From an optimization exercise on the open Yosys and OpenROAD flow, aimed at small area, a short achievable clock period and few clock cycles; shortcuts taken in it are not production practice.
Where RTL was checked, it was by simulation tests only, not by an equivalence proof against the original.
Only the layout flow was run in runs 1 and 2; the RTL was not checked for function there.
Power figures rest on the tool's default switching activity, not on a simulated workload.

==> flow/design.v, too long to show whole: its modules and the start of the top module <==
// module sdiv_op: 141 lines
// module sdiv_sub: 245 lines
// module sdiv_sub5: 41 lines
// module sdiv_pg0c: 4 lines
// module sdiv_pg0: 4 lines
// module sdiv_xnor: 3 lines
// module sdiv_oai_en: 3 lines
// module sdiv_oai: 4 lines
// module sdiv_aoi: 4 lines
// module sdiv_inv2: 4 lines
// module sdiv_abs: 173 lines
// module sdiv_nor2: 3 lines
// module sdiv_nand2: 3 lines
// module sdiv_inv1: 3 lines
// module sdiv_msb: 99 lines
// module sdiv_pmt: 3 lines
// module sdiv_pmi: 3 lines
// module sdiv_dnext: 26 lines
module sdiv_op #(parameter INPUTS = 2,
		parameter OUTPUTS = 1,
		parameter DATA_IN_SIZE = 32,
		parameter DATA_OUT_SIZE = 32)
		(
		input clk,
		input rst,
		input [INPUTS * (DATA_IN_SIZE)- 1 : 0]data_in_bus,
		input [INPUTS - 1 : 0]valid_in_bus,
		output [INPUTS - 1 : 0] ready_in_bus,
		output [OUTPUTS * (DATA_OUT_SIZE) - 1 : 0]data_out_bus,
		output [OUTPUTS - 1 : 0]valid_out_bus,
		input [OUTPUTS - 1 : 0] ready_out_bus
);
  // ...
==> flow/flow/run.sh <==
#!/bin/bash
# The standard layout, with small plain buffers on the ports instead of the
# delay cells buffer_ports picks by default. Every port still gets a buffer.
set -euo pipefail
export BUFFER_PORTS_ARGS="-buffer_cell sky130_fd_sc_hd__buf_1"
bash standard.sh > standard.log 2>&1
==> flow/standard.sh <==
#!/bin/bash
# synth_recipe.tcl (not shown) runs the flow's synth.tcl, then flattens the netlist and writes it again
# the make line also repeats each setting of config.mk as NAME=value (left out here)
make -C /OpenROAD-flow-scripts/flow DESIGN_CONFIG=/design/flow/config.mk WORK_HOME=/design/flow/orfs CLKGATE_MAP_FILE= SYNTH_SCRIPT=/design/flow/synth_recipe.tcl "${@:-finish}"
==> flow/config.mk <==
export PLATFORM = sky130hd
export DESIGN_NAME = sdiv_op
export DESIGN_NICKNAME = sdiv_op
export VERILOG_FILES = /design/flow/design.v
export SDC_FILE = /design/flow/constraint.sdc
export NUM_CORES = 4
export LEC_CHECK = 0
export CAP_MARGIN = 20
export CORE_MARGIN = 2
export CORE_UTILIZATION = 65
export CTS_BUF_LIST = sky130_fd_sc_hd__clkbuf_4 sky130_fd_sc_hd__clkbuf_8
export PLACE_DENSITY = 0.75
export SETUP_SLACK_MARGIN = 2.6
export SLEW_MARGIN = 20
export SYNTH_HIERARCHICAL = 1
==> flow/constraint.sdc <==
create_clock -name core_clock -period 5.0 [get_ports {clk}]
set_input_delay 1.0000 -clock core_clock [delete_from_list [all_inputs] [get_ports {clk}]]
set_output_delay 1.0000 -clock core_clock [all_outputs]
set_load 0.01 [all_outputs]
==> qor.yml, run 1 <==
clock_tree:
  tritoncts: "yes"
  cts.repair_timing.setup_buffer_count: 0
global_routing:
  grt_start_max_net_pins: 57
place:
  detailed_place_hpwl_um: 26100
  detailed_place.area_sq_mm: 0.0130
power_and_ir_drop:
  power-per-cell-area_mw_per_mm2: 158
  switching_power_uw: 578
  top_power_group: "registers"
  switching_power_share_of_the_total_pct: 26.7
  seq-power_mw: 1.08
finish:
  number_of_filler_cells_placed_in_the_layout: 1512
  diodes: 0
  nMultiInputCombCells: 1186
  signal_buffer_area_fraction_pct: 4.22
  final.signal_buffer_count: 128
  multi_input_area_share_pct: 64.0
  nFlopsAndLatches: 125
floorplanning:
  fp-row-count: 50
drt:
  wl_met1_um: 15200
  met2_length_um: 15600
  first_pass_iters: 5
worst_setup_path:
  crit_path_required_time_ps: 5150
  path_delay_family: "simple AND/OR/NAND/NOR gates"
  end_kind: "flip-flop"
  critical_path.startpoint: "d[21]$_DFF_P_"
  r2r_end: "r[1]$_DFFE_PP_"
sta:
  drv_slew: 0
  timing.final.ws_setup_ps: 2610
  worst_max_slew_margin_expressed_relative_to_the_limit_pct: 33.1
  finalSetupViolCount: 0
flow_run:
  drv.max_cap_violation_count: 0
min_path:
  timing.hold.worst.class: "input pin to asynchronous set/reset pin"
outcome:
  status: "no timing/DRC/antenna violations"
==> inputs of run 2 (changes only) <==
--- a/flow/config.mk
+++ b/flow/config.mk
@@ -10,6 +10,6 @@
 export CORE_UTILIZATION = 65
 export CTS_BUF_LIST = sky130_fd_sc_hd__clkbuf_4 sky130_fd_sc_hd__clkbuf_8
 export PLACE_DENSITY = 0.75
-export SETUP_SLACK_MARGIN = 2.6
+export SETUP_SLACK_MARGIN = 2.7
 export SLEW_MARGIN = 20
 export SYNTH_HIERARCHICAL = 1
==> run 2 against run 1 <==
  * Clock skew about the same
  * Global-route usage increased by 0.29 points
  * Total power decreased by 3.6%
  * Worst setup slack improved by 91 ps
  * Clock-buffer cell count unchanged
  * Final cell count increased by 0.99%
  * Clock power decreased by 7.3%
  * Largest cell class unchanged
==> qor.yml, run 2 <==
place:
  detailed_place_hpwl_um: 26100  # about the same
  io_buffer_count: 103
  routabilityCongestion: 1.05
  placed_cells: 1771
sta:
  final_min_period_over_clock_period_pct: 45.9
  final.min_clock_period_ps: 2300
  timing_hold_violations_final: 0
  drv_slew: 0  # unchanged
  worst_max_slew_margin_expressed_relative_to_the_limit_pct: 34.0  # +0.91 points
  maximum_clock_frequency_mhz: 436
  setup_repair_after_global_routing_missed_its_margin: "yes"
  finalClockSkew_ps: 16.3
  actual_slew_at_the_worst_max_slew_pin_ps: 990
  finalSetupViolCount: 0  # unchanged
  finalSetupTns_ps: 0
  fin_worst_hold_slack_ps: 488
outcome:
  status: "no timing/DRC/antenna violations"
worst_setup_path:
  ff2ff_setup_slack_ps: 2700
  critPathMaxFanout: 15
  timing.reg2reg.worst_path_depth: 5
  crit_path_required_time_ps: 5330  # +180 ps
  end_kind: "flip-flop"
  crit_path_start_kind: "flip-flop"
  timing_worst_setup_path_type: "flip-flop to flip-flop"
  cp.arrival_ps: 2620
clock_tree:
  cts_root_buf: "sky130_fd_sc_hd__clkbuf_8"
  clkSinkCount: 125
  tritoncts: "yes"
  ctsLongestPathBuffers: 2
  cts_htree_levels: 4
  holdBufCountCts: 0
  cts-buffers-inserted: 17
  cts.clk_slew.worst_paths_ps: 90
  clk-insertion-delay-late_ps: 460
power_and_ir_drop:
  vdd_drop_max_mv: 0.161
  lkg_pwr_nw: 5.76
  combinationalPowerShare_pct: 7.1
  post-layout-total-power_mw: 2.09
  internal-power_mw: 1.53
  clock_power_share_pct: 41.6
  p_seq_share_pct: 51.3
  switching_power_share_of_the_total_pct: 26.8  # +0.12 points
  power-per-cell-area_mw_per_mm2: 148  # -6.0%
  switching_power_uw: 560  # -3.1%
global_routing:
  grt_pass1_wl_um: 53800
  globalRoute.totalOverflow: 0
  grt_start_max_net_pins: 57  # unchanged
  track_usage_pct: 33.9
  first_global_vias: 10200
  antenna_found_initial: 0
floorplanning:
  floorplan.die.height_um: 143
  die_width_um: 143
  initial_utilization_pct: 66.8
  i_o_pin_count: 104
  full_die_area_sq_mm: 0.0205
  placeableCoreArea_sq_mm: 0.0188
  fp-row-count: 50  # unchanged
drt:
  drt_drc_violations_left: 0
  route.detailed.vias_per_inst: 6.00
  routed_wirelength_um: 35100
  first_pass_iters: 7  # +2
  final_antenna_net_count: 0
  vias_post_dr: 11000
  first_iter_violations: 952
  routedWlPerCell_um: 19.1
min_path:
  timing.hold.worst.class: "input pin to asynchronous set/reset pin"
flow_run:
  drv.max_cap_violation_count: 0  # unchanged
finish:
  most_used_cells_in_the_layout_excluding_fill_and_tap_cells: "sky130_fd_sc_hd__nor2_1 (192), sky130_fd_sc_hd__nand2_1 (150), sky130_fd_sc_hd__buf_1 (101)"
  diodes: 0  # unchanged
  synthToLayoutAreaGrowth_pct: 12.3
  most_common_cell_after_layout_fill_and_taps_aside: "sky130_fd_sc_hd__nor2_1"
  finalNonFillerCells: 1839
  fraction_of_layout_instances_using_a_drive_strength_above_1_pct: 29.8
  reg.largest.list: "d x32, q x32, r x32"
  design.final.nets: 1638
yosys:
  synth-warning-count: 7
  netlist_instances: 1461
  syn_area_sq_mm: 0.0126
  postSynthAreaPerCell_sq_um: 8.61
## run 2: area by class of cell
type / instances / area (sq um)
Clock buffer: 17 / 234
Clock inverter: 15 / 135
Fill cell: 1482 / 4710
Inverter: 90 / 338
Multi-Input combinational cell: 1187 / 8980
Sequential cell: 125 / 3370
Tap cell: 260 / 325
Timing Repair Buffer: 145 / 737
## run 2: repair_timing
action | 4_1_cts | 5_1_grt
buffers inserted | 7 | 27
setup endpoints to repair | 78 | 81
gates resized for setup | 58 | 84
pin swaps | 2 | 17
endpoints found under the hold margin | 0 | 0
cloned | 2 | 0
## run 2: per-stage QoR
step | worst slack (ps) | util [%] | area (sq um)
after floorplan | 2700 | - | 12600
after global placement | 2250 | 69.1 | 13000
after detailed placement | 2210 | 69.1 | 13000
after CTS | 2660 | 72.4 | 13600
after global routing | 2670 | 75.0 | 14100
final | 2700 | 75.0 | 14100
## run 2: power groups by stage
stage / combinational, mW / clock [mW] / sequential, mW
2_1_floorplan: 0.101 / 0 / 1.10
3_3_place_gp: 0.145 / 0 / 1.11
3_5_place_dp: 0.147 / 0 / 1.11
4_1_cts: 0.148 / 0.877 / 1.08
5_1_grt: 0.163 / 0.918 / 1.07
6_report: 0.148 / 0.870 / 1.07
## run 2: metal layers
layer	vias up	global-route usage (%)	share of wire [%]
li1	5248	-	-
met1	5228	48.1	44
met2	492	52.2	44
met3	73	6.51	8.5
met4	0	10.9	2.8
met5	-	0	0
## run 2: critical path, stage by stage, from the launching register on
cell,delay (ps)
sky130_fd_sc_hd__edfxtp_1,660
sky130_fd_sc_hd__mux4_1,570
sky130_fd_sc_hd__mux2i_1,280
sky130_fd_sc_hd__o21ai_0,330
sky130_fd_sc_hd__nor2_1,220
sky130_fd_sc_hd__o22ai_1,100
## run 2: worst paths after layout
kind / startpoint / endpoint
min in group core_clock: zq$_DFF_PP0_ / ov$_DFF_PP0_
setup reg to reg: sb$_DFFE_PN_ / d[6]$_DFF_P_
hold / removal: rst / got[0]$_DFF_PP0_
max in group asynchronous: rst / state[0]$_DFF_PP1_
setup / recovery: sb$_DFFE_PN_ / d[6]$_DFF_P_
hold reg to reg: zq$_DFF_PP0_ / ov$_DFF_PP0_
==> module sdiv_op, before the edit <==
module sdiv_op #(parameter INPUTS = 2,
		parameter OUTPUTS = 1,
		parameter DATA_IN_SIZE = 32,
		parameter DATA_OUT_SIZE = 32)
		(
		input clk,
		input rst,
		input [INPUTS * (DATA_IN_SIZE)- 1 : 0]data_in_bus,
		input [INPUTS - 1 : 0]valid_in_bus,
		output [INPUTS - 1 : 0] ready_in_bus,
		output [OUTPUTS * (DATA_OUT_SIZE) - 1 : 0]data_out_bus,
		output [OUTPUTS - 1 : 0]valid_out_bus,
		input [OUTPUTS - 1 : 0] ready_out_bus
);
	localparam S_ACC = 4'b0001, S_PRE = 4'b0010, S_SHF = 4'b0100, S_DIV = 4'b1000;
	reg [3:0]  state;
	reg        rdy;       
	reg [1:0]  rin;       
	reg [1:0]  got;       
	reg        ov;        
	reg [31:0] r;         
	reg [31:0] d;         
	reg [31:0] q;         
	reg [4:0]  cnt;       
	reg [4:0]  shr;       
	reg [4:0]  shr2;      
	reg        zq;        
	reg        sa, sb;    
	reg        cin_f;     
	reg        sb_f;      
	wire [1:0] rdy2 = {2{rdy}} & ~got;    
	assign ready_in_bus = rin;
	wire [1:0] fire = valid_in_bus & rdy2;
	wire [1:0] got_n = got | fire;
	wire qfree = ~ov | ready_out_bus[0];
	wire sq = sa ^ sb;
	wire [31:0] ain = data_in_bus[31:0];
	wire [31:0] bin = data_in_bus[63:32];
	wire [31:0] aabs;
	sdiv_abs u_abs (.a(ain), .y(aabs));
	wire [31:0] diff;
	wire qb, rsel;
	wire ren = state[3] | (state[1] & sq & qfree);
	sdiv_sub u_sub (.r(r), .d(d), .cin(cin_f), .en(ren), .diff(diff), .ge(qb), .ge_en(rsel));
	wire take = rdy & (&got_n);
	wire [31:0] d_nx;
	sdiv_dnext u_dn (.ld(rdy2[1]), .ldv(bin ^ {32{bin[31]}}), .shf(state[2]), .fill(sb_f), .s(shr), .s2(shr2),
		.div(state[3]), .d(d), .y(d_nx));
	wire [4:0] mr, md, sh;
	wire sh_ge;
	sdiv_msb u_mr (.x(r), .m(mr));
	sdiv_msb u_md (.x(d), .m(md));
	sdiv_sub5 u_sh (.r(mr), .d(md), .cin(1'b1), .diff(sh), .ge(sh_ge));
	wire [4:0] sh2;
	wire sh2_ge;
	sdiv_sub5 u_sh2 (.r(mr), .d(md), .cin(1'b1), .diff(sh2), .ge(sh2_ge));
	assign valid_out_bus = ov;
	assign data_out_bus = q;
	reg [3:0] state_n;
	reg       rdy_n, ov_n;
	reg [1:0] got_nx;
	always @* begin
		state_n = state;
		rdy_n = rdy;
		ov_n = ov & ~ready_out_bus[0];
		got_nx = got;
		if (rdy) got_nx = take ? 2'b00 : got_n;
		case (1'b1)
			state[0]: begin
				if (zq) ov_n = 1'b1;
				if (take) begin
					state_n = S_PRE;
					rdy_n = 1'b0;
				end
			end
			state[1]: if (qfree) begin
				if (~qb) begin
					state_n = S_ACC;
					rdy_n = 1'b1;
				end else
					state_n = S_SHF;
			end
			state[2]: begin
				state_n = S_DIV;
				rdy_n = (shr == 5'd0);
			end
			default: begin
				rdy_n = (cnt == 5'd1);
				if (cnt == 5'd0) begin
					ov_n = 1'b1;
					if (take) state_n = S_PRE;
					else begin
						state_n = S_ACC;
						rdy_n = 1'b1;
					end
				end
			end
		endcase
	end
	always @(posedge clk, posedge rst)
		if (rst) begin
			state <= S_ACC;
			zq <= 1'b0;
			rdy <= 1'b1;
			rin <= 2'b11;
			got <= 2'b00;
			ov <= 1'b0;
		end else begin
			state <= state_n;
			zq <= state[1] & qfree & ~qb;
			rdy <= rdy_n;
			rin <= {2{rdy_n}} & ~got_nx;
			got <= got_nx;
			ov <= ov_n;
		end
	always @(posedge clk) begin
		case (1'b1)
			state[0]: if (zq) q <= 32'd0;
			state[1]: if (qfree) begin
				q <= {32{sq}};
			end
			state[3]: begin
				q <= {q[30:0], qb ^ sq};
				cnt <= cnt - 5'd1;
			end
			default: ;
		endcase
		if (rdy2[0]) r <= aabs;
		else if (rsel) r <= diff;
		if (rdy2[0]) sa <= ain[31];
		d <= d_nx;
		shr <= sh;
		shr2 <= sh2;
		if (state[2]) cnt <= shr;
		if (rdy2[1]) begin
			sb <= bin[31];
			sb_f <= bin[31];
			cin_f <= ~bin[31];
		end
	end
endmodule
==> module sdiv_dnext, before the edit <==
module sdiv_dnext (
	input         ld,
	input  [31:0] ldv,
	input         shf,
	input         fill,
	input  [4:0]  s,
	input  [4:0]  s2,
	input         div,
	input  [31:0] d,
	output [31:0] y
);
	wire [31:0] y0, y1, y2, y3, dsh;
	genvar i;
	generate
		for (i = 0; i < 32; i = i + 1) begin : g
			wire [4:0] c = (i < 16) ? s : s2;
			if (i >= 1)  assign y0[i]  = c[0] ? d[i-1]   : d[i];   else assign y0[i]  = c[0] ? fill : d[i];
			if (i >= 2)  assign y1[i]  = c[1] ? y0[i-2]  : y0[i];  else assign y1[i]  = c[1] ? fill : y0[i];
			if (i >= 4)  assign y2[i]  = c[2] ? y1[i-4]  : y1[i];  else assign y2[i]  = c[2] ? fill : y1[i];
			if (i >= 8)  assign y3[i]  = c[3] ? y2[i-8]  : y2[i];  else assign y3[i]  = c[3] ? fill : y2[i];
			if (i >= 16) assign dsh[i] = c[4] ? y3[i-16] : y3[i];  else assign dsh[i] = c[4] ? fill : y3[i];
		end
	endgenerate
	wire [31:0] base = ld ? ldv : (div ? {1'b0, d[31:1]} : d);
	assign y = shf ? dsh : base;
endmodule
==> inputs of run 3 (changes only) <==
--- a/flow/design.v
+++ b/flow/design.v
@@ -23,7 +23,6 @@
 	reg [31:0] q;         
 	reg [4:0]  cnt;       
 	reg [4:0]  shr;       
-	reg [4:0]  shr2;      
 	reg        zq;        
 	reg        sa, sb;    
 	reg        cin_f;     
@@ -44,16 +43,13 @@
 	sdiv_sub u_sub (.r(r), .d(d), .cin(cin_f), .en(ren), .diff(diff), .ge(qb), .ge_en(rsel));
 	wire take = rdy & (&got_n);
 	wire [31:0] d_nx;
-	sdiv_dnext u_dn (.ld(rdy2[1]), .ldv(bin ^ {32{bin[31]}}), .shf(state[2]), .fill(sb_f), .s(shr), .s2(shr2),
+	sdiv_dnext u_dn (.ld(rdy2[1]), .ldv(bin ^ {32{bin[31]}}), .shf(state[2]), .fill(sb_f), .s(shr),
 		.div(state[3]), .d(d), .y(d_nx));
 	wire [4:0] mr, md, sh;
 	wire sh_ge;
 	sdiv_msb u_mr (.x(r), .m(mr));
 	sdiv_msb u_md (.x(d), .m(md));
 	sdiv_sub5 u_sh (.r(mr), .d(md), .cin(1'b1), .diff(sh), .ge(sh_ge));
-	wire [4:0] sh2;
-	wire sh2_ge;
-	sdiv_sub5 u_sh2 (.r(mr), .d(md), .cin(1'b1), .diff(sh2), .ge(sh2_ge));
 	assign valid_out_bus = ov;
 	assign data_out_bus = q;
 	reg [3:0] state_n;
@@ -130,7 +126,6 @@
 		if (rdy2[0]) sa <= ain[31];
 		d <= d_nx;
 		shr <= sh;
-		shr2 <= sh2;
 		if (state[2]) cnt <= shr;
 		if (rdy2[1]) begin
 			sb <= bin[31];
@@ -744,23 +739,15 @@
 	input         shf,
 	input         fill,
 	input  [4:0]  s,
-	input  [4:0]  s2,
 	input         div,
 	input  [31:0] d,
 	output [31:0] y
 );
-	wire [31:0] y0, y1, y2, y3, dsh;
-	genvar i;
-	generate
-		for (i = 0; i < 32; i = i + 1) begin : g
-			wire [4:0] c = (i < 16) ? s : s2;
-			if (i >= 1)  assign y0[i]  = c[0] ? d[i-1]   : d[i];   else assign y0[i]  = c[0] ? fill : d[i];
-			if (i >= 2)  assign y1[i]  = c[1] ? y0[i-2]  : y0[i];  else assign y1[i]  = c[1] ? fill : y0[i];
-			if (i >= 4)  assign y2[i]  = c[2] ? y1[i-4]  : y1[i];  else assign y2[i]  = c[2] ? fill : y1[i];
-			if (i >= 8)  assign y3[i]  = c[3] ? y2[i-8]  : y2[i];  else assign y3[i]  = c[3] ? fill : y2[i];
-			if (i >= 16) assign dsh[i] = c[4] ? y3[i-16] : y3[i];  else assign dsh[i] = c[4] ? fill : y3[i];
-		end
-	endgenerate
+	wire [31:0] y0 = s[0] ? {d[30:0],  {1{fill}}}  : d;
+	wire [31:0] y1 = s[1] ? {y0[29:0], {2{fill}}}  : y0;
+	wire [31:0] y2 = s[2] ? {y1[27:0], {4{fill}}}  : y1;
+	wire [31:0] y3 = s[3] ? {y2[23:0], {8{fill}}}  : y2;
+	wire [31:0] dsh = s[4] ? {y3[15:0], {16{fill}}} : y3;
 	wire [31:0] base = ld ? ldv : (div ? {1'b0, d[31:1]} : d);
 	assign y = shf ? dsh : base;
 endmodule
--- a/flow/config.mk
+++ b/flow/config.mk
@@ -10,6 +10,6 @@
 export CORE_UTILIZATION = 65
 export CTS_BUF_LIST = sky130_fd_sc_hd__clkbuf_4 sky130_fd_sc_hd__clkbuf_8
 export PLACE_DENSITY = 0.75
-export SETUP_SLACK_MARGIN = 2.7
+export SETUP_SLACK_MARGIN = 2.8
 export SLEW_MARGIN = 20
 export SYNTH_HIERARCHICAL = 1
==> run 3 against run 2 <==
  * Synthesized cell count down 0.14%
  * Total power rose to 3.9 times the previous value
  * Core utilization fell by 0.064 points
  * Global-route usage up 1.8 points
  * Critical path depth stayed put
  * Register-to-register slack lost 40 ps
  * Largest power group is now combinational cells
==> qor.yml, run 3 <==
power_and_ir_drop:
  p_seq_share_pct: 25.5  # -26 points
  clock_power_share_pct: 11.0  # -31 points
  vdd_drop_max_mv: 0.380  # +140%
  lkg_pwr_nw: 5.27  # -8.6%
  power-per-cell-area_mw_per_mm2: 589  # +300%
  combinationalPowerShare_pct: 63.4  # +56 points
  switching_power_mw: 4.07  # +630%
  switching_power_share_of_the_total_pct: 49.5  # +23 points
  internal-power_mw: 4.15  # +170%
drt:
  final_antenna_net_count: 0  # unchanged
  first_iter_violations: 1339  # +41%
  routed_wirelength_um: 36900  # +5.1%
  routedWlPerCell_um: 20.2  # +6.0%
  first_pass_iters: 6  # -1
  drt_drc_violations_left: 0  # unchanged
  route.detailed.vias_per_inst: 6.21  # +3.4%
  vias_post_dr: 11300  # +2.5%
floorplanning:
  placeableCoreArea_sq_mm: 0.0186  # -1.0%
  fp-row-count: 50  # unchanged
  initial_utilization_pct: 66.0  # -0.78 points
  die_width_um: 142  # -1.1%
  floorplan.die.height_um: 142  # -1.1%
  full_die_area_sq_mm: 0.0200  # -2.1%
  i_o_pin_count: 104  # unchanged
sta:
  finalSetupViolCount: 0  # unchanged
  maximum_clock_frequency_mhz: 429  # -1.6%
  actual_slew_at_the_worst_max_slew_pin_ps: 988  # -2.65 ps
  final.min_clock_period_ps: 2330  # +36.4 ps
  final_min_period_over_clock_period_pct: 46.6  # +0.73 points
  timing.final.ws_setup_ps: 2670  # -36.4 ps
  finalClockSkew_ps: 12.5  # -3.89 ps
  timing_hold_violations_final: 0  # unchanged
  drv_slew: 0  # unchanged
  finalSetupTns_ps: 0  # unchanged
  setup_repair_after_global_routing_missed_its_margin: "yes"
  worst_max_slew_margin_expressed_relative_to_the_limit_pct: 34.2  # +0.18 points
worst_setup_path:
  critical_path.most_common_cell: "sky130_fd_sc_hd__nand2_1"
  end_kind: "flip-flop"
  crit_chain: "clkinvlp_4, nand2_1, nand2_1, o21ai_0, o221ai_1"
  critical_path_depth: 5  # unchanged
  path_delay_family: "compound AO/OA/AOI/OAI gates"
  crit_path_required_time_ps: 5320  # about the same
  timing.reg2reg.worst_path_depth: 5  # unchanged
  combined_buffer_and_inverter_count_along_the_critical_path: 1  # +1
  ff2ff_setup_slack_ps: 2670  # -40 ps
  timing_worst_setup_path_type: "flip-flop to flip-flop"
  cpPeakStageDelay_ps: 670  # about the same
  critical_path.slowest_cell: "sky130_fd_sc_hd__dfxtp_2"
  cp.arrival_ps: 2650  # +30 ps
  critPathMaxFanout: 21  # +6
  crit_path_start_kind: "flip-flop"
clock_tree:
  tritoncts: "yes"
  cts_htree_levels: 4  # unchanged
  clk-insertion-delay-late_ps: 470  # about the same
  clkSinkCount: 120  # -4.0%
  ctsLongestPathBuffers: 2  # unchanged
  cts_root_buf: "sky130_fd_sc_hd__clkbuf_8"
  cts-buffers-inserted: 17  # unchanged
  cts.clk_slew.worst_paths_ps: 90  # about the same
finish:
  design.final.nets: 1648  # +0.61%
  final-seq-area_sq_mm: 0.00327  # -2.9%
  most_used_cells_in_the_layout_excluding_fill_and_tap_cells: "sky130_fd_sc_hd__nor2_1 (181), sky130_fd_sc_hd__nand2_1 (160), sky130_fd_sc_hd__buf_1 (101)"
  most_common_cell_after_layout_fill_and_taps_aside: "sky130_fd_sc_hd__nor2_1"
  reg.largest.list: "d x32, q x32, r x32"
  synthToLayoutAreaGrowth_pct: 13.5
  multi_input_area_sq_mm: 0.00882  # -1.8%
  final_util_pct: 74.9  # about the same
  number_of_filler_cells_placed_in_the_layout: 1457  # -1.7%
  fraction_of_layout_instances_using_a_drive_strength_above_1_pct: 34.1  # +4.3 points
  diodes: 0  # unchanged
yosys:
  netlist_instances: 1459  # -0.14%
  syn_area_sq_mm: 0.0123  # -2.2%
  synth-warning-count: 7  # unchanged
  postSynthAreaPerCell_sq_um: 8.43  # -2.0%
place:
  routabilityCongestion: 0.946  # -9.7%
  preCtsSetupSlack_ps: 2300  # +86.3 ps
  io_buffer_count: 103  # unchanged
  detailed_place_hpwl_um: 26000  # -0.57%
global_routing:
  globalRoute.totalOverflow: 0  # unchanged
  track_usage_pct: 35.7  # +1.8 points
  first_global_vias: 10300  # +0.32%
  grt_start_max_net_pins: 55  # -3.5%
  grt_pass1_wl_um: 55900  # +3.9%
  antenna_found_initial: 0  # unchanged
flow_run:
  drv.max_cap_violation_count: 0  # unchanged
min_path:
  timing.hold.worst.class: "input pin to asynchronous set/reset pin"
outcome:
  status: "no timing/DRC/antenna violations"
## run 3: layer usage
layer	global-route usage (%)	part of all wire, %	vias to the layer above
li1	-	-	5276
met1	50.6	43	5292
met4	11.3	3.2	0
met5	0	0	-
met3	8.77	10	97
met2	53.9	44	654
## run 3: worst paths after layout
check                                    startpoint                    to
worst max-delay path                 shr[2]$_DFF_P_         d[22]$_DFF_P_
worst min-delay path                            rst  state[3]$_DFFE_PP0P_
max in group asynchronous                       rst    state[0]$_DFF_PP1_
worst min register to register  q[16]$_SDFFCE_PP0P_   q[17]$_SDFFCE_PP0P_
min in group core_clock         q[16]$_SDFFCE_PP0P_   q[17]$_SDFFCE_PP0P_
worst max register to register       shr[2]$_DFF_P_         d[22]$_DFF_P_
## run 3: metrics by stage
step / instance area [sq um] / hold WS (ps) / total power, mW / cells
4_1_cts: 13400 / 504 / 7.77 / 1786
3_3_place_gp: 12700 / 526 / 6.65 / 1739
3_5_place_dp: 12700 / 535 / 6.73 / 1739
2_1_floorplan: 12300 / 512 / 5.60 / 1462
6_report: 14000 / 493 / 8.22 / 1823
5_1_grt: 14000 / 521 / 8.61 / 1823
## run 3: cell type report
type | instances | share of cell area (%)
clock buffer | 17 | 1.68
multi-input combinational | 1193 | 63.2
tap | 234 | 2.10
clock inverter | 15 | 1.12
sequential | 120 | 23.4
inverter | 80 | 2.20
timing repair buffer | 162 | 6.25
timing repair inverter | 2 | 0.0717
## run 3: repair_timing
action	4_1_cts	5_1_grt
pin swaps	2	17
setup buffers	10	37
endpoints found under the setup margin	85	75
gates resized for setup	77	77
hold buffers	0	0
cloned	5	0
## run 3: power by group through the flow
stage | registers (mW) | logic [mW] | clock network [mW]
final | 2.10 | 5.21 | 0.905
after global routing | 2.11 | 5.55 | 0.953
after CTS | 2.03 | 4.83 | 0.909
after detailed placement | 2.03 | 4.70 | 0
after global placement | 2.03 | 4.63 | 0
after floorplan | 1.65 | 3.95 | 0
Testbench counts of run 3, summed over its fixed seeds: cycles 16,327.
==> inputs of run 4 (changes only) <==
--- a/flow/config.mk
+++ b/flow/config.mk
@@ -10,6 +10,6 @@
 export CORE_UTILIZATION = 65
 export CTS_BUF_LIST = sky130_fd_sc_hd__clkbuf_4 sky130_fd_sc_hd__clkbuf_8
 export PLACE_DENSITY = 0.75
-export SETUP_SLACK_MARGIN = 2.8
+export SETUP_SLACK_MARGIN = 2.5
 export SLEW_MARGIN = 20
 export SYNTH_HIERARCHICAL = 1
==> run 4 against run 3 <==
  * Sequential cell count did not move
  * Total power down 2.4%
  * Sequential power fell by 8%
==> qor.yml, run 4 <==
place:
  io_buffer_count: 103  # unchanged
  detailed_place.area_sq_mm: 0.0127  # about the same
  routabilityCongestion: 1.06  # +12%
  detailed_place_hpwl_um: 27300  # +5.2%
drt:
  first_iter_violations: 1446  # +8.0%
  final_antenna_net_count: 0  # unchanged
  drt_drc_violations_left: 0  # unchanged
  routed_wirelength_um: 35800  # -3.0%
  vias_post_dr: 11000  # -3.0%
  route.detailed.vias_per_inst: 6.17  # -0.64%
  first_pass_iters: 8  # +2
  routedWlPerCell_um: 20.1  # -0.56%
global_routing:
  track_usage_pct: 35.7  # about the same
  antenna_found_initial: 0  # unchanged
  first_global_vias: 10200  # -0.75%
  grt_start_max_net_pins: 40  # -27%
  grt_pass1_wl_um: 55400  # -1.1%
  globalRoute.totalOverflow: 0  # unchanged
worst_setup_path:
  crit_path_required_time_ps: 5180  # -140 ps
  timing.reg2reg.worst_path_depth: 8  # +3
  critical_path.most_common_cell: "sky130_fd_sc_hd__a21oi_2"
  path_delay_family: "simple AND/OR/NAND/NOR gates"
  r2r-start: "d[23]$_DFF_P_"
  timing_worst_setup_path_type: "flip-flop to flip-flop"
  cp.arrival_ps: 2630  # -20 ps
  end_kind: "flip-flop"
  combined_buffer_and_inverter_count_along_the_critical_path: 0  # -1
  ff2ff_setup_slack_ps: 2550  # -120 ps
  cpPeakStageDelay_ps: 650  # -20 ps
  crit_path_start_kind: "flip-flop"
  r2r_end: "r[11]$_DFFE_PP_"
  critical_path_depth: 8  # +3
  crit_chain: "nor2b_2, nor2_2, a21oi_2, o21ai_2, a21oi_2, o21ai_1, and2_2, nand2b_4"
  critPathMaxFanout: 11  # -48%
  critical_path.slowest_cell: "sky130_fd_sc_hd__dfxtp_1"
sta:
  setup_repair_after_global_routing_missed_its_margin: "yes"
  finalSetupViolCount: 0  # unchanged
  drv_slew: 0  # unchanged
  maximum_clock_frequency_mhz: 409  # -4.8%
  final.min_clock_period_ps: 2450  # +116 ps
  actual_slew_at_the_worst_max_slew_pin_ps: 1020  # +27.5 ps
  finalSetupTns_ps: 0  # unchanged
  fin_worst_hold_slack_ps: 466  # -26.9 ps
  finalClockSkew_ps: 18.4  # +5.96 ps
  timing_hold_violations_final: 0  # unchanged
  worst_max_slew_margin_expressed_relative_to_the_limit_pct: 32.3  # -1.8 points
  final_min_period_over_clock_period_pct: 49.0  # +2.3 points
power_and_ir_drop:
  switching_power_share_of_the_total_pct: 49.1  # -0.47 points
  vdd_drop_max_mv: 0.406  # +6.8%
  clock_power_share_pct: 12.7  # +1.7 points
  combinationalPowerShare_pct: 63.1  # -0.3 points
  lkg_pwr_nw: 5.02  # -4.7%
  p_seq_share_pct: 24.2  # -1.3 points
  post-layout-total-power_mw: 8.02  # -2.4%
  power-per-cell-area_mw_per_mm2: 599  # +1.8%
  switching_power_mw: 3.93  # -3.4%
  internal-power_mw: 4.08  # -1.5%
floorplanning:
  die_width_um: 142  # unchanged
  i_o_pin_count: 104  # unchanged
  full_die_area_sq_mm: 0.0200  # unchanged
  floorplan.die.height_um: 142  # unchanged
  initial_utilization_pct: 66.0  # unchanged
  placeableCoreArea_sq_mm: 0.0186  # unchanged
  fp-row-count: 50  # unchanged
flow_run:
  drv.max_cap_violation_count: 0  # unchanged
clock_tree:
  cts_htree_levels: 4  # unchanged
  tritoncts: "yes"
  cts_root_buf: "sky130_fd_sc_hd__clkbuf_8"
  cts-buffers-inserted: 17  # unchanged
  clk-insertion-delay-late_ps: 480  # about the same
  ctsLongestPathBuffers: 2  # unchanged
  cts.clk_slew.worst_paths_ps: 90  # about the same
  clkSinkCount: 120  # unchanged
  holdBufCountCts: 0  # unchanged
finish:
  most_used_cells_in_the_layout_excluding_fill_and_tap_cells: "sky130_fd_sc_hd__nor2_1 (215), sky130_fd_sc_hd__nand2_1 (168), sky130_fd_sc_hd__buf_1 (101)"
  number_of_filler_cells_placed_in_the_layout: 1525  # +4.7%
  final_util_pct: 71.8  # -3.1 points
  diodes: 0  # unchanged
  stdcell_area_sq_mm: 0.0134  # -4.1%
  reg.largest.list: "d x32, q x32, r x32"
  synthToLayoutAreaGrowth_pct: 8.80
  design.final.nets: 1604  # -2.7%
  most_common_cell_after_layout_fill_and_taps_aside: "sky130_fd_sc_hd__nor2_1"
  fraction_of_layout_instances_using_a_drive_strength_above_1_pct: 27.3  # -6.8 points
yosys:
  syn_area_sq_mm: 0.0123  # unchanged
  postSynthAreaPerCell_sq_um: 8.43  # unchanged
  synth-warning-count: 7  # unchanged
  netlist_instances: 1459  # unchanged
outcome:
  status: "no timing/DRC/antenna violations"
min_path:
  timing.hold.worst.class: "input pin to asynchronous set/reset pin"
## run 4: cell types whose count changed in the layout (fill, tap and decap cells not counted), moves of 5 or more
cell,before,now
sky130_fd_sc_hd__buf_4,53,11
sky130_fd_sc_hd__nor2_1,181,215
sky130_fd_sc_hd__nor2_2,37,10
sky130_fd_sc_hd__dfxtp_1,2,28
sky130_fd_sc_hd__dfxtp_4,17,2
sky130_fd_sc_hd__dfxtp_2,18,7
sky130_fd_sc_hd__nand2_1,160,168
sky130_fd_sc_hd__nand2_2,8,1
sky130_fd_sc_hd__nor2_4,10,3
sky130_fd_sc_hd__nor2b_2,29,34
sky130_fd_sc_hd__nor2b_4,6,1
## run 4: through the flow
stage / instances / setup WS [ps]
floorplan: 1462 / 2510
global placement: 1738 / 2200
detailed placement: 1738 / 2130
CTS: 1770 / 2470
global route: 1779 / 2440
finish: 1779 / 2550
## run 4: timing repair
action,in CTS,in global routing
cloned,0,4
pin swaps,0,2
setup endpoints to repair,46,52
resized for setup,18,29
buffers inserted,0,5
## run 4: area by class of cell
| class | instances | area (sq um) | share of cell area [%] |
|---|---|---|---|
| clock buffers | 17 | 234 | 1.75 |
| clock inverters | 15 | 204 | 1.52 |
| inverters | 80 | 304 | 2.27 |
| multi-input cells | 1193 | 8610 | 64.3 |
| flip-flops and latches | 120 | 3200 | 23.9 |
| well taps | 234 | 293 | 2.19 |
| repair buffers | 119 | 537 | 4.01 |
| repair inverters | 1 | 5.00 | 0.0374 |
## run 4: worst max-delay path by stage
stage	end	slack (ps)	start
6_report	r[11]$_DFFE_PP_	2550	d[23]$_DFF_P_
5_1_grt	r[14]$_DFFE_PP_	2440	d[23]$_DFF_P_
4_1_cts	shr[4]$_DFF_P_	2470	d[30]$_DFF_P_
3_5_place_dp	shr[4]$_DFF_P_	2130	r[31]$_DFFE_PP_
3_3_place_gp	r[0]$_DFFE_PP_	2200	ready_out_bus[0]
2_1_floorplan	q[0]$_SDFFCE_PP0P_	2510	ready_out_bus[0]
## run 4: power by group through the flow
stage | registers, mW | logic, mW | clock network [mW]
2_1_floorplan | 1.65 | 3.95 | 0
3_3_place_gp | 1.91 | 4.76 | 0
3_5_place_dp | 1.93 | 4.79 | 0
4_1_cts | 1.92 | 4.86 | 1.02
5_1_grt | 1.98 | 5.42 | 1.06
6_report | 1.94 | 5.06 | 1.01
## run 4: worst register-to-register path: stages, from the launching register on
cell	delay (ps)
sky130_fd_sc_hd__dfxtp_1	650
sky130_fd_sc_hd__nor2b_2	320
sky130_fd_sc_hd__nor2_2	90
sky130_fd_sc_hd__a21oi_2	210
sky130_fd_sc_hd__o21ai_2	110
sky130_fd_sc_hd__a21oi_2	200
sky130_fd_sc_hd__o21ai_1	80
sky130_fd_sc_hd__and2_2	260
sky130_fd_sc_hd__nand2b_4	250
## run 4: per-layer routing
layer / global-route usage [%] / share of wire, % / vias to the layer above
met5: 0 / 0 / -
met4: 10.6 / 2.8 / 0
met3: 9.04 / 11 / 71
met2: 55.0 / 45 / 598
met1: 49.8 / 42 / 5099
li1: - / - / 5207
==> inputs of run 5 (changes only) <==
--- a/flow/config.mk
+++ b/flow/config.mk
@@ -10,6 +10,6 @@
 export CORE_UTILIZATION = 65
 export CTS_BUF_LIST = sky130_fd_sc_hd__clkbuf_4 sky130_fd_sc_hd__clkbuf_8
 export PLACE_DENSITY = 0.75
-export SETUP_SLACK_MARGIN = 2.5
+export SETUP_SLACK_MARGIN = 2.6
 export SLEW_MARGIN = 20
 export SYNTH_HIERARCHICAL = 1
==> run 5 against run 4 <==
  * Core utilization increased by 1.4 points
  * Still clean on timing, DRC and antenna
  * Sequential share of layout area decreased by 0.18 points
  * Highest routed layer unchanged
  * Largest cell class unchanged
  * Combinational power increased by 1%
  * Worst hold slack got worse by 1.4 ps
  * Sequential cell count unchanged
==> qor.yml, run 5 <==
outcome:
  status: "no timing/DRC/antenna violations"
global_routing:
  global_route.usage.met3_pct: 9.25  # +0.20 points
  antenna_found_initial: 0  # unchanged
  grt_start_max_net_pins: 40  # unchanged
  grt-busiest-layer: "met2"
  globalRouteMet2Util_pct: 55.0  # about the same
  first_global_vias: 10300  # +1.0%
  globalRoute.totalOverflow: 0  # unchanged
  m1_gr_usage_pct: 50.2  # +0.39 points
  track_usage_pct: 36.0  # +0.36 points
  grt_pass1_wl_um: 55900  # +0.94%
yosys:
  synth-warning-count: 7  # unchanged
  postSynthAreaPerCell_sq_um: 8.43  # unchanged
  syn_area_sq_mm: 0.0123  # unchanged
  netlist_instances: 1459  # unchanged
finish:
  final-seq-area_sq_mm: 0.00324  # +1.1%
  fraction_of_layout_instances_using_a_drive_strength_above_1_pct: 30.3  # +2.9 points
  reg.largest.list: "d x32, q x32, r x32"
  design.final.nets: 1622  # +1.1%
  multi_input_area_sq_mm: 0.00863  # +0.29%
  number_of_filler_cells_placed_in_the_layout: 1501  # -1.6%
  most_common_cell_after_layout_fill_and_taps_aside: "sky130_fd_sc_hd__nor2_1"
  diodes: 0  # unchanged
  synthToLayoutAreaGrowth_pct: 10.9
  most_used_cells_in_the_layout_excluding_fill_and_tap_cells: "sky130_fd_sc_hd__nor2_1 (210), sky130_fd_sc_hd__nand2_1 (167), sky130_fd_sc_hd__buf_1 (101)"
floorplanning:
  initial_utilization_pct: 66.0  # unchanged
  die_width_um: 142  # unchanged
  full_die_area_sq_mm: 0.0200  # unchanged
  i_o_pin_count: 104  # unchanged
  placeableCoreArea_sq_mm: 0.0186  # unchanged
  floorplan.die.height_um: 142  # unchanged
  fp-row-count: 50  # unchanged
drt:
  first_iter_violations: 1408  # -2.6%
  vias_post_dr: 11100  # +1.3%
  routedWlPerCell_um: 20.4  # +1.3%
  final_antenna_net_count: 0  # unchanged
  route.detailed.vias_per_inst: 6.19  # +0.32%
  drt_drc_violations_left: 0  # unchanged
  first_pass_iters: 8  # unchanged
  routed_wirelength_um: 36600  # +2.3%
clock_tree:
  ctsLongestPathBuffers: 2  # unchanged
  clk-insertion-delay-late_ps: 480  # about the same
  cts.clk_slew.worst_paths_ps: 90  # about the same
  cts-buffers-inserted: 17  # unchanged
  tritoncts: "yes"
  cts_htree_levels: 4  # unchanged
  clkSinkCount: 120  # unchanged
  cts_root_buf: "sky130_fd_sc_hd__clkbuf_8"
sta:
  timing.final.ws_setup_ps: 2660  # +109 ps
  final_min_period_over_clock_period_pct: 46.8  # -2.2 points
  finalClockSkew_ps: 16.2  # -2.24 ps
  finalSetupTns_ps: 0  # unchanged
  actual_slew_at_the_worst_max_slew_pin_ps: 1020  # +4.74 ps
  final.min_clock_period_ps: 2340  # -109 ps
  maximum_clock_frequency_mhz: 428  # +4.7%
  setup_repair_after_global_routing_missed_its_margin: "yes"
  finalSetupViolCount: 0  # unchanged
  worst_max_slew_margin_expressed_relative_to_the_limit_pct: 32.0  # -0.32 points
  timing_hold_violations_final: 0  # unchanged
  drv_slew: 0  # unchanged
worst_setup_path:
  crit_path_start_kind: "flip-flop"
  critical_path.slowest_cell: "sky130_fd_sc_hd__edfxtp_1"
  crit_path_required_time_ps: 5220  # +40 ps
  critPathMaxFanout: 5  # -6
  cpPeakStageDelay_ps: 630  # -20 ps
  path_delay_family: "simple AND/OR/NAND/NOR gates"
  cp.arrival_ps: 2560  # -70 ps
  end_kind: "flip-flop"
  combined_buffer_and_inverter_count_along_the_critical_path: 0  # unchanged
  crit_chain: "nor2b_4, nor2_1, nand2_1, nor2_1, nand2_1, o21ai_2, xor2_1, mux2_2"
  timing_worst_setup_path_type: "flip-flop to flip-flop"
power_and_ir_drop:
  vdd_drop_max_mv: 0.380  # -6.3%
  power-per-cell-area_mw_per_mm2: 595  # -0.62%
  lkg_pwr_nw: 5.14  # +2.4%
place:
  io_buffer_count: 103  # unchanged
  routabilityCongestion: 1.06  # unchanged
  detailed_place_hpwl_um: 27300  # unchanged
  preCtsSetupSlack_ps: 2130  # unchanged
flow_run:
  drv.max_cap_violation_count: 0  # unchanged
min_path:
  timing.hold.worst.class: "input pin to asynchronous set/reset pin"
-- run 5: where the power goes --
part	internal, mW	total (mW)	switching (mW)
Sequential	1.38	1.99	0.607
Clock	0.515	1.01	0.499
Combinational	2.25	5.12	2.86
-- run 5: through the flow --
stage | util, % | hold slack, ps | area (sq um) | power (mW) | instances
after floorplan | - | 512 | 12300 | 5.60 | 1462
after global placement | 68.3 | 523 | 12700 | 6.67 | 1738
after detailed placement | 68.3 | 532 | 12700 | 6.72 | 1738
after CTS | 71.5 | 467 | 13300 | 7.81 | 1775
after global routing | 73.2 | 504 | 13600 | 8.56 | 1797
final | 73.2 | 464 | 13600 | 8.12 | 1797
-- run 5: repair_timing --
item,4_1_cts,5_1_grt
setup buffers,4,19
hold buffers,0,0
endpoints found under the setup margin,57,72
resized for setup,28,56
gates cloned,1,3
hold endpoints to repair,0,0
pin swaps,2,2
-- run 5: final timing paths --
check | startpoint | endpoint | slack, ps | cells past startpoint
max in group asynchronous | rst | rdy$_DFF_PP1_ | 4200 | 2
worst min-delay path | rst | state[1]$_DFFE_PP0P_ | 460 | 2
worst max-delay path | r[15]$_DFFE_PP_ | r[25]$_DFFE_PP_ | 2660 | 8
min in group core_clock | q[8]$_SDFFCE_PP0P_ | q[9]$_SDFFCE_PP0P_ | 550 | 1
worst min register to register | q[8]$_SDFFCE_PP0P_ | q[9]$_SDFFCE_PP0P_ | 550 | 1
worst max register to register | r[15]$_DFFE_PP_ | r[25]$_DFFE_PP_ | 2660 | 8
-- run 5: cell type report --
class	instances	area share, %
clock inverter	15	1.50
tap	234	2.15
multi-input combinational	1192	63.3
timing repair inverter	1	0.0367
inverter	80	2.23
clock buffer	17	1.72
sequential	120	23.7
timing repair buffer	138	5.35
-- run 5: routing by layer --
| layer | up-vias | part of all wire [%] |
|---|---|---|
| met5 | - | 0 |
| met4 | 0 | 3.1 |
| met3 | 83 | 10 |
| met2 | 602 | 44 |
| met1 | 5198 | 42 |
| li1 | 5238 | - |
==> inputs of run 6 (changes only) <==
--- a/flow/config.mk
+++ b/flow/config.mk
@@ -10,6 +10,6 @@
 export CORE_UTILIZATION = 65
 export CTS_BUF_LIST = sky130_fd_sc_hd__clkbuf_4 sky130_fd_sc_hd__clkbuf_8
 export PLACE_DENSITY = 0.75
-export SETUP_SLACK_MARGIN = 2.6
+export SETUP_SLACK_MARGIN = 2.7
 export SLEW_MARGIN = 20
 export SYNTH_HIERARCHICAL = 1
==> run 6 against run 5 <==
  * Clock-buffer cell count is the same
  * Worst setup slack improved by 90 ps
  * Clock skew is 3.6 ps lower
  * Worst hold slack gained 37 ps
  * Design area is 0.16% lower
  * Still clean
  * Sequential power grew 5%
  * Combinational power down 1%
==> qor.yml, run 6 <==
outcome:
  status: "no timing/DRC/antenna violations"
place:
  detailed_place.area_sq_mm: 0.0127  # about the same
  io_buffer_count: 103  # unchanged
  placed_cells: 1739  # +0.058%
  detailed_place_hpwl_um: 26000  # -4.9%
  routabilityCongestion: 0.946  # -10%
  preCtsSetupSlack_ps: 2300  # +170 ps
sta:
  timing.final.ws_setup_ps: 2750  # +89.6 ps
  maximum_clock_frequency_mhz: 445  # +4.0%
  finalSetupTns_ps: 0  # unchanged
  setup_repair_after_global_routing_missed_its_margin: "yes"
  final_min_period_over_clock_period_pct: 45.0  # -1.8 points
  worst_max_slew_margin_expressed_relative_to_the_limit_pct: 34.1  # +2.1 points
  actual_slew_at_the_worst_max_slew_pin_ps: 989  # -30.9 ps
  finalClockSkew_ps: 12.5  # -3.63 ps
  drv_slew: 0  # unchanged
  finalSetupViolCount: 0  # unchanged
  timing_hold_violations_final: 0  # unchanged
  final.min_clock_period_ps: 2250  # -89.6 ps
finish:
  most_common_cell_after_layout_fill_and_taps_aside: "sky130_fd_sc_hd__nor2_1"
  reg.largest.list: "d x32, q x32, r x32"
  fraction_of_layout_instances_using_a_drive_strength_above_1_pct: 31.5  # +1.2 points
  number_of_filler_cells_placed_in_the_layout: 1523  # +1.5%
  design.final.nets: 1624  # +0.12%
  finalNonFillerCells: 1800  # +0.17%
  multi_input_area_sq_mm: 0.00868  # +0.52%
  synthToLayoutAreaGrowth_pct: 10.7
  stdcell_area_sq_mm: 0.0136  # -0.16%
  most_used_cells_in_the_layout_excluding_fill_and_tap_cells: "sky130_fd_sc_hd__nor2_1 (194), sky130_fd_sc_hd__nand2_1 (165), sky130_fd_sc_hd__buf_1 (101)"
  final-seq-area_sq_mm: 0.00325  # +0.35%
global_routing:
  globalRoute.totalOverflow: 0  # unchanged
  antenna_found_initial: 0  # unchanged
  global_route.usage.met3_pct: 7.69  # -1.6 points
  track_usage_pct: 35.0  # -1.1 points
  grt_start_max_net_pins: 55  # +38%
  first_global_vias: 10100  # -1.7%
  m1_gr_usage_pct: 50.2  # about the same
  grt-busiest-layer: "met2"
  globalRouteMet2Util_pct: 52.6  # -2.4 points
  grt_pass1_wl_um: 54900  # -1.8%
clock_tree:
  clk-insertion-delay-late_ps: 470  # about the same
  clkSinkCount: 120  # unchanged
  cts-buffers-inserted: 17  # unchanged
  cts_htree_levels: 4  # unchanged
  cts_root_buf: "sky130_fd_sc_hd__clkbuf_8"
  cts.clk_slew.worst_paths_ps: 90  # about the same
  tritoncts: "yes"
  ctsLongestPathBuffers: 2  # unchanged
  holdBufCountCts: 0  # unchanged
yosys:
  syn_area_sq_mm: 0.0123  # unchanged
  netlist_instances: 1459  # unchanged
  synth-warning-count: 7  # unchanged
  postSynthAreaPerCell_sq_um: 8.43  # unchanged
drt:
  first_pass_iters: 7  # -1
  routedWlPerCell_um: 19.9  # -2.5%
  first_iter_violations: 1319  # -6.3%
  drt_drc_violations_left: 0  # unchanged
  vias_post_dr: 11200  # +0.36%
  final_antenna_net_count: 0  # unchanged
  routed_wirelength_um: 35800  # -2.3%
  route.detailed.vias_per_inst: 6.20  # +0.19%
power_and_ir_drop:
  power-per-cell-area_mw_per_mm2: 591  # -0.76%
  switching_power_mw: 3.99  # +0.40%
  switching_power_share_of_the_total_pct: 49.6  # +0.65 points
  vdd_drop_max_mv: 0.385  # +1.3%
  internal-power_mw: 4.06  # -2.2%
  clock_power_share_pct: 11.2  # -1.3 points
  combinationalPowerShare_pct: 63.0  # about the same
  lkg_pwr_nw: 5.09  # -1.0%
  p_seq_share_pct: 25.8  # +1.3 points
worst_setup_path:
  crit_path_start_kind: "flip-flop"
  cp.arrival_ps: 2470  # -90 ps
  end_kind: "flip-flop"
  crit_path_required_time_ps: 5220  # about the same
  timing.reg2reg.worst_path_depth: 9  # +1
  critPathMaxFanout: 12  # +7
  timing_worst_setup_path_type: "flip-flop to flip-flop"
floorplanning:
  initial_utilization_pct: 66.0  # unchanged
  full_die_area_sq_mm: 0.0200  # unchanged
  die_width_um: 142  # unchanged
  placeableCoreArea_sq_mm: 0.0186  # unchanged
  i_o_pin_count: 104  # unchanged
  fp-row-count: 50  # unchanged
  floorplan.die.height_um: 142  # unchanged
flow_run:
  drv.max_cap_violation_count: 0  # unchanged
min_path:
  timing.hold.worst.class: "input pin to asynchronous set/reset pin"
[run 6: cell count changes in the layout (fill, tap and decap cells not counted), moves of 3 or more]
cell	delta
sky130_fd_sc_hd__clkinvlp_4	+3
sky130_fd_sc_hd__dfxtp_2	-3
sky130_fd_sc_hd__dfxtp_4	+4
sky130_fd_sc_hd__nor2_1	-16
sky130_fd_sc_hd__nor2_2	+13
sky130_fd_sc_hd__nor2_4	+3
sky130_fd_sc_hd__o21ai_0	+3
[run 6: routing by layer]
layer / wire length, um / vias to the layer above / share of wire, %
met5: 0 / - / 0
met4: 1060 / 0 / 3.0
met3: 3780 / 93 / 11
met2: 15700 / 636 / 44
met1: 15200 / 5195 / 43
li1: - / 5237 / -
[run 6: worst paths after layout]
path,from,end,slack [ps]
max,d[15]$_DFF_P_,r[27]$_DFFE_PP_,2750
min,rst,state[3]$_DFFE_PP0P_,500
max reg2reg,d[15]$_DFF_P_,r[27]$_DFFE_PP_,2750
min reg2reg,q[16]$_SDFFCE_PP0P_,q[17]$_SDFFCE_PP0P_,550
max in group asynchronous,rst,state[0]$_DFF_PP1_,4150
min in group core_clock,q[16]$_SDFFCE_PP0P_,q[17]$_SDFFCE_PP0P_,550
[run 6: cell type report]
| cell class | instances | area share (%) |
|---|---|---|
| multi-input cells | 1193 | 63.7 |
| flip-flops and latches | 120 | 23.9 |
| clock buffers | 17 | 1.72 |
| diodes | 1 | 0.0184 |
| inverters | 80 | 2.26 |
| repair buffers | 138 | 5.04 |
| clock inverters | 15 | 1.15 |
| well taps | 234 | 2.15 |
| repair inverters | 2 | 0.0735 |
[run 6: critical path, stage by stage (launching register included)]
cell,delay (ps)
sky130_fd_sc_hd__dfxtp_1,310
sky130_fd_sc_hd__buf_4,190
sky130_fd_sc_hd__nor2b_2,190
sky130_fd_sc_hd__nor2_1,240
sky130_fd_sc_hd__nand2_1,180
sky130_fd_sc_hd__nor2_1,280
sky130_fd_sc_hd__nand2_1,110
sky130_fd_sc_hd__o21ai_2,140
sky130_fd_sc_hd__xor2_1,80
sky130_fd_sc_hd__mux2_2,290
[run 6: stage by stage]
step / utilization [%] / total power, mW / hold slack [ps]
global route: 73.0 / 8.46 / 522
detailed placement: 68.4 / 6.73 / 535
CTS: 71.2 / 7.70 / 504
floorplan: - / 5.60 / 512
finish: 73.0 / 8.04 / 502
global placement: 68.4 / 6.65 / 526
[run 6: repair_timing]
action	in CTS	in global routing
setup endpoints to repair	73	66
pin swaps	2	4
resized for setup	43	58
endpoints found under the hold margin	0	0
gates cloned	4	1
buffers inserted	2	21
[run 6: power groups by stage]
stage	sequential (mW)	clock [mW]	combinational, mW
finish	2.08	0.902	5.07
floorplan	1.65	0	3.95
global placement	2.03	0	4.63
CTS	2.04	0.909	4.75
detailed placement	2.03	0	4.70
global route	2.10	0.952	5.41
==> inputs of run 7 (changes only) <==
--- a/flow/config.mk
+++ b/flow/config.mk
@@ -7,9 +7,9 @@
 export LEC_CHECK = 0
 export CAP_MARGIN = 20
 export CORE_MARGIN = 2
-export CORE_UTILIZATION = 65
+export CORE_UTILIZATION = 75
 export CTS_BUF_LIST = sky130_fd_sc_hd__clkbuf_4 sky130_fd_sc_hd__clkbuf_8
-export PLACE_DENSITY = 0.75
+export PLACE_DENSITY = 0.85
 export SETUP_SLACK_MARGIN = 2.7
 export SLEW_MARGIN = 20
 export SYNTH_HIERARCHICAL = 1
==> run 7 against run 6 <==
  * Still clean on timing, DRC and antenna
  * Final cell count fell by 1.3%
  * Critical path type unchanged
  * Highest routed layer unchanged
  * Critical path depth fell by 1
  * Largest cell class unchanged
  * Synthesized cell count did not move
==> qor.yml, run 7 <==
drt:
  vias_post_dr: 11500  # +3.1%
  first_pass_iters: 6  # -1
  first_iter_violations: 1723  # +31%
  final_antenna_net_count: 0  # unchanged
  drt_drc_violations_left: 0  # unchanged
  routedWlPerCell_um: 20.2  # +1.5%
  routed_wirelength_um: 35800  # +0.10%
  route.detailed.vias_per_inst: 6.48  # +4.5%
clock_tree:
  holdBufCountCts: 0  # unchanged
  cts_root_buf: "sky130_fd_sc_hd__clkbuf_8"
  ctsLongestPathBuffers: 2  # unchanged
  clkSinkCount: 120  # unchanged
  clk-insertion-delay-late_ps: 470  # about the same
  cts_htree_levels: 4  # unchanged
  cts.clk_slew.worst_paths_ps: 80  # about the same
  tritoncts: "yes"
  cts-buffers-inserted: 17  # unchanged
sta:
  timing.final.ws_setup_ps: 2630  # -122 ps
  actual_slew_at_the_worst_max_slew_pin_ps: 1060  # +72.9 ps
  finalClockSkew_ps: 16.5  # +4.00 ps
  drv_slew: 0  # unchanged
  finalSetupViolCount: 0  # unchanged
  finalSetupTns_ps: 0  # unchanged
  setup_repair_after_global_routing_missed_its_margin: "yes"
  maximum_clock_frequency_mhz: 422  # -5.2%
  final.min_clock_period_ps: 2370  # +122 ps
  final_min_period_over_clock_period_pct: 47.4  # +2.4 points
  timing_hold_violations_final: 0  # unchanged
  worst_max_slew_margin_expressed_relative_to_the_limit_pct: 29.2  # -4.9 points
worst_setup_path:
  combined_buffer_and_inverter_count_along_the_critical_path: 0  # -1
  critPathMaxFanout: 8  # -4
  crit_chain: "nor2b_2, nor2_2, a21oi_2, o21ai_2, a21oi_4, o21ai_1, and2_2, nand2b_4"
  crit_path_required_time_ps: 5170  # -50 ps
  timing.reg2reg.worst_path_depth: 8  # -1
  end_kind: "flip-flop"
  cpPeakStageDelay_ps: 520  # +210 ps
  r2r-start: "r[11]$_DFFE_PP_"
  timing_worst_setup_path_type: "flip-flop to flip-flop"
  crit_path_start_kind: "flip-flop"
  path_delay_family: "simple AND/OR/NAND/NOR gates"
  critical_path.slowest_cell: "sky130_fd_sc_hd__edfxtp_1"
  cp.arrival_ps: 2540  # +70 ps
  r2r_end: "r[16]$_DFFE_PP_"
  ff2ff_setup_slack_ps: 2630  # -120 ps
floorplanning:
  placeableCoreArea_sq_mm: 0.0159  # -14%
  fp-row-count: 46  # -8.0%
  full_die_area_sq_mm: 0.0174  # -13%
  die_width_um: 132  # -6.7%
  i_o_pin_count: 104  # unchanged
  floorplan.die.height_um: 132  # -6.7%
  initial_utilization_pct: 77.2  # +11 points
power_and_ir_drop:
  power-per-cell-area_mw_per_mm2: 592  # +0.20%
  lkg_pwr_nw: 5.08  # -0.24%
  vdd_drop_max_mv: 0.454  # +18%
yosys:
  postSynthAreaPerCell_sq_um: 8.43  # unchanged
  netlist_instances: 1459  # unchanged
  synth-warning-count: 7  # unchanged
  syn_area_sq_mm: 0.0123  # unchanged
place:
  preCtsSetupSlack_ps: 2340  # +38.0 ps
  detailed_place_hpwl_um: 24900  # -4.1%
  routabilityCongestion: 1.02  # +7.5%
  io_buffer_count: 103  # unchanged
finish:
  reg.largest.list: "d x32, q x32, r x32"
  most_used_cells_in_the_layout_excluding_fill_and_tap_cells: "sky130_fd_sc_hd__nor2_1 (198), sky130_fd_sc_hd__nand2_1 (167), sky130_fd_sc_hd__buf_1 (101)"
  synthToLayoutAreaGrowth_pct: 10.4
  design.final.nets: 1619  # -0.31%
  fraction_of_layout_instances_using_a_drive_strength_above_1_pct: 30.6  # -0.86 points
  final_util_pct: 85.2  # +12 points
  most_common_cell_after_layout_fill_and_taps_aside: "sky130_fd_sc_hd__nor2_1"
  diodes: 0  # -1
global_routing:
  grt_pass1_wl_um: 55400  # +0.99%
  globalRoute.totalOverflow: 0  # unchanged
  first_global_vias: 10600  # +5.1%
  antenna_found_initial: 0  # unchanged
  grt_start_max_net_pins: 55  # unchanged
  track_usage_pct: 39.8  # +4.8 points
min_path:
  timing.hold.worst.class: "input pin to asynchronous set/reset pin"
flow_run:
  drv.max_cap_violation_count: 0  # unchanged
outcome:
  status: "no timing/DRC/antenna violations"
[run 7: worst max path at each step]
stage,start,end,slack (ps),cells after the start
3_5_place_dp,shr[1]$_DFF_P_,d[31]$_DFF_P_,2340,5
2_1_floorplan,ready_out_bus[0],q[0]$_SDFFCE_PP0P_,2510,2
4_1_cts,d[30]$_DFF_P_,shr[3]$_DFF_P_,2700,10
6_report,r[11]$_DFFE_PP_,r[16]$_DFFE_PP_,2630,8
3_3_place_gp,data_in_bus[31],r[30]$_DFFE_PP_,2340,4
5_1_grt,r[0]$_DFFE_PP_,r[16]$_DFFE_PP_,2590,9
[run 7: timing repair]
action,CTS,global route
resized for setup,43,61
hold endpoints to repair,0,0
pin swaps,1,4
cloned,3,1
setup buffers,5,15
setup endpoints to repair,84,63
[run 7: cell type report]
type / count / area [sq um]
Clock buffer: 17 / 234
Clock inverter: 15 / 154
Fill cell: 969 / 2360
Inverter: 80 / 304
Multi-Input combinational cell: 1193 / 8700
Sequential cell: 120 / 3270
Tap cell: 216 / 270
Timing Repair Buffer: 134 / 641
Timing Repair inverter: 1 / 5.00
[run 7: routing by layer]
metal  GRT usage [%]  share of wire [%]  wire [um]
met2            61.2                 45      16000
met1            54.8                 40      14300
met4            16.2                3.9       1410
met5               0                  0          0
met3            8.30                 12       4150
[run 7: report_power, final]
group	switching, mW	internal (mW)	total, mW	leakage, nW
Clock	0.448	0.442	0.890	0.190
Combinational	2.86	2.24	5.11	3.84
Sequential	0.639	1.40	2.04	1.04
[run 7: worst register-to-register path, stage by stage (launching register included)]
cell and delay [ps]:
sky130_fd_sc_hd__edfxtp_1 520, sky130_fd_sc_hd__nor2b_2 270, sky130_fd_sc_hd__nor2_2 90, sky130_fd_sc_hd__a21oi_2 230, sky130_fd_sc_hd__o21ai_2 130, sky130_fd_sc_hd__a21oi_4 190, sky130_fd_sc_hd__o21ai_1 110, sky130_fd_sc_hd__and2_2 280
sky130_fd_sc_hd__nand2b_4 250
[run 7: stage by stage]
stage	cells	area (sq um)	power [mW]	hold slack [ps]
finish	1776	13600	8.04	484
global placement	1720	12700	6.54	523
global route	1776	13600	8.42	506
CTS	1760	13300	7.67	490
detailed placement	1720	12700	6.67	532
floorplan	1462	12300	5.60	512
==> inputs of run 8 (changes only) <==
--- a/flow/config.mk
+++ b/flow/config.mk
@@ -7,9 +7,9 @@
 export LEC_CHECK = 0
 export CAP_MARGIN = 20
 export CORE_MARGIN = 2
-export CORE_UTILIZATION = 75
+export CORE_UTILIZATION = 45
 export CTS_BUF_LIST = sky130_fd_sc_hd__clkbuf_4 sky130_fd_sc_hd__clkbuf_8
-export PLACE_DENSITY = 0.85
+export PLACE_DENSITY = 0.6
 export SETUP_SLACK_MARGIN = 2.7
 export SLEW_MARGIN = 20
 export SYNTH_HIERARCHICAL = 1
==> run 8 against run 7 <==
  * Total power increased by 2.9%
  * Clock power increased by 24%
  * Core utilization decreased by 33 points
  * Worst setup slack improved by 100 ps
  * Largest cell class unchanged
==> qor.yml, run 8 <==
outcome:
  status: "no timing/DRC/antenna violations"
drt:
  route.detailed.vias_per_inst: 5.65  # -13%
  first_iter_violations: 996  # -42%
  routedWlPerCell_um: 19.0  # -5.7%
  final_antenna_net_count: 0  # unchanged
  first_pass_iters: 7  # +1
  routed_wirelength_um: 36800  # +2.6%
  vias_post_dr: 10900  # -5.1%
  drt_drc_violations_left: 0  # unchanged
place:
  io_buffer_count: 103  # unchanged
  routabilityCongestion: 0.938  # -7.7%
  detailed_place_hpwl_um: 27100  # +9.1%
sta:
  final.min_clock_period_ps: 2270  # -103 ps
  timing_hold_violations_final: 0  # unchanged
  fin_worst_hold_slack_ps: 516  # +32.1 ps
  worst_max_slew_margin_expressed_relative_to_the_limit_pct: 32.9  # +3.6 points
  actual_slew_at_the_worst_max_slew_pin_ps: 1010  # -54.6 ps
  maximum_clock_frequency_mhz: 441  # +4.5%
  finalSetupTns_ps: 0  # unchanged
  drv_slew: 0  # unchanged
  finalClockSkew_ps: 14.7  # -1.84 ps
  setup_repair_after_global_routing_missed_its_margin: "yes"
  finalSetupViolCount: 0  # unchanged
  final_min_period_over_clock_period_pct: 45.4  # -2.1 points
floorplanning:
  floorplan.die.height_um: 169  # +28%
  initial_utilization_pct: 45.8  # -31 points
  placeableCoreArea_sq_mm: 0.0269  # +69%
  i_o_pin_count: 104  # unchanged
  die_width_um: 169  # +28%
  full_die_area_sq_mm: 0.0287  # +64%
  fp-row-count: 60  # +30%
worst_setup_path:
  ff2ff_setup_slack_ps: 2730  # +100 ps
  crit_path_start_kind: "flip-flop"
  path_delay_family: "simple AND/OR/NAND/NOR gates"
  critical_path.startpoint: "d[14]$_DFF_P_"
  critPathMaxFanout: 11  # +3
  timing_worst_setup_path_type: "flip-flop to flip-flop"
  end_kind: "flip-flop"
  critical_path.slowest_cell: "sky130_fd_sc_hd__dfxtp_2"
  cpPeakStageDelay_ps: 490  # -30 ps
  cp.arrival_ps: 2490  # -50 ps
  timing.reg2reg.worst_path_depth: 9  # +1
  combined_buffer_and_inverter_count_along_the_critical_path: 1  # +1
  crit_path_required_time_ps: 5220  # +50 ps
  crit_chain: "nor2b_2, nor2_1, a21oi_2, o21ai_4, a21oi_4, o21ai_1, and2_4, nand2b_4, buf_12"
  r2r_end: "r[8]$_DFFE_PP_"
  r2r-start: "d[14]$_DFF_P_"
clock_tree:
  cts_root_buf: "sky130_fd_sc_hd__clkbuf_8"
  clkSinkCount: 120  # unchanged
  clk-insertion-delay-late_ps: 450  # -20 ps
  tritoncts: "yes"
  ctsLongestPathBuffers: 2  # unchanged
  cts.clk_slew.worst_paths_ps: 80  # about the same
  cts-buffers-inserted: 17  # unchanged
  holdBufCountCts: 0  # unchanged
  cts_htree_levels: 4  # unchanged
global_routing:
  first_global_vias: 10200  # -4.3%
  grt_pass1_wl_um: 56600  # +2.2%
  antenna_found_initial: 1  # +1
  grt_start_max_net_pins: 55  # unchanged
  globalRoute.totalOverflow: 0  # unchanged
  track_usage_pct: 25.3  # -14 points
finish:
  reg.largest.list: "d x32, q x32, r x32"
  most_common_cell_after_layout_fill_and_taps_aside: "sky130_fd_sc_hd__nor2_1"
  most_used_cells_in_the_layout_excluding_fill_and_tap_cells: "sky130_fd_sc_hd__nor2_1 (203), sky130_fd_sc_hd__nand2_1 (166), sky130_fd_sc_hd__buf_1 (101)"
  diodes: 0  # unchanged
  fraction_of_layout_instances_using_a_drive_strength_above_1_pct: 32.1  # +1.4 points
  design.final.nets: 1652  # +2.0%
  synthToLayoutAreaGrowth_pct: 14.6
yosys:
  syn_area_sq_mm: 0.0123  # unchanged
  netlist_instances: 1459  # unchanged
  postSynthAreaPerCell_sq_um: 8.43  # unchanged
  synth-warning-count: 7  # unchanged
power_and_ir_drop:
  lkg_pwr_nw: 5.30  # +4.3%
  power-per-cell-area_mw_per_mm2: 586  # -0.94%
  vdd_drop_max_mv: 0.234  # -48%
flow_run:
  drv.max_cap_violation_count: 0  # unchanged
min_path:
  timing.hold.worst.class: "input pin to asynchronous set/reset pin"
## run 8: metal layers
layer	global-route usage, %	up-vias	share of wire (%)
met4	7.77	2	2.5
li1	-	5292	-
met3	4.03	55	6.7
met1	36.6	5148	47
met5	0	-	0.024
met2	38.8	425	44
## run 8: how the worst max path moves through the flow
| stage | to | slack [ps] | cells after the start |
|---|---|---|---|
| finish | r[8]$_DFFE_PP_ | 2730 | 9 |
| floorplan | q[0]$_SDFFCE_PP0P_ | 2510 | 2 |
| detailed placement | d[31]$_DFF_P_ | 2210 | 6 |
| CTS | d[31]$_DFF_P_ | 2650 | 6 |
| global route | rin[1]$_DFF_PP1_ | 2590 | 10 |
| global placement | d[31]$_DFF_P_ | 2260 | 6 |
## run 8: cell type report
cell class                 count  area (sq um)
clock inverter                15           248
timing repair inverter         1          5.00
fill                        2585         12800
inverter                      80           304
timing repair buffer         168           940
sequential                   120          3270
clock buffer                  17           234
tap                          341           427
multi-input combinational   1192          8670
## run 8: power breakdown
part	total, mW	switching (mW)	leakage, nW	internal, mW
Combinational	5.10	2.77	4.02	2.33
Clock	1.10	0.451	0.234	0.646
Sequential	2.07	0.661	1.04	1.41
## run 8: metrics by stage
| stage | util, % | setup WS (ps) | cell area [sq um] | total power, mW | instances |
|---|---|---|---|---|---|
| 2_1_floorplan | - | 2510 | 12300 | 5.60 | 1462 |
| 5_1_grt | 52.5 | 2590 | 14100 | 8.80 | 1934 |
| 3_3_place_gp | 47.9 | 2260 | 12900 | 6.69 | 1845 |
| 4_1_cts | 50.7 | 2650 | 13600 | 7.96 | 1889 |
| 3_5_place_dp | 47.9 | 2210 | 12900 | 6.72 | 1845 |
| 6_report | 52.5 | 2730 | 14100 | 8.27 | 1934 |
## run 8: what timing repair did
action / CTS / global route
hold endpoints to repair: 0 / 0
setup endpoints to repair: 87 / 71
resized for setup: 63 / 41
buffers inserted: 10 / 43
pin swaps: 3 / 3
gates cloned: 2 / 2

Setup slack of run 8, layout unchanged: 2.731 ns with ideal ports, 2.731 ns with driving cells assumed (clock clkbuf_16, inputs buf_2), 2.329 ns with port delays also shifted by the 0.484 ns mid clock arrival.
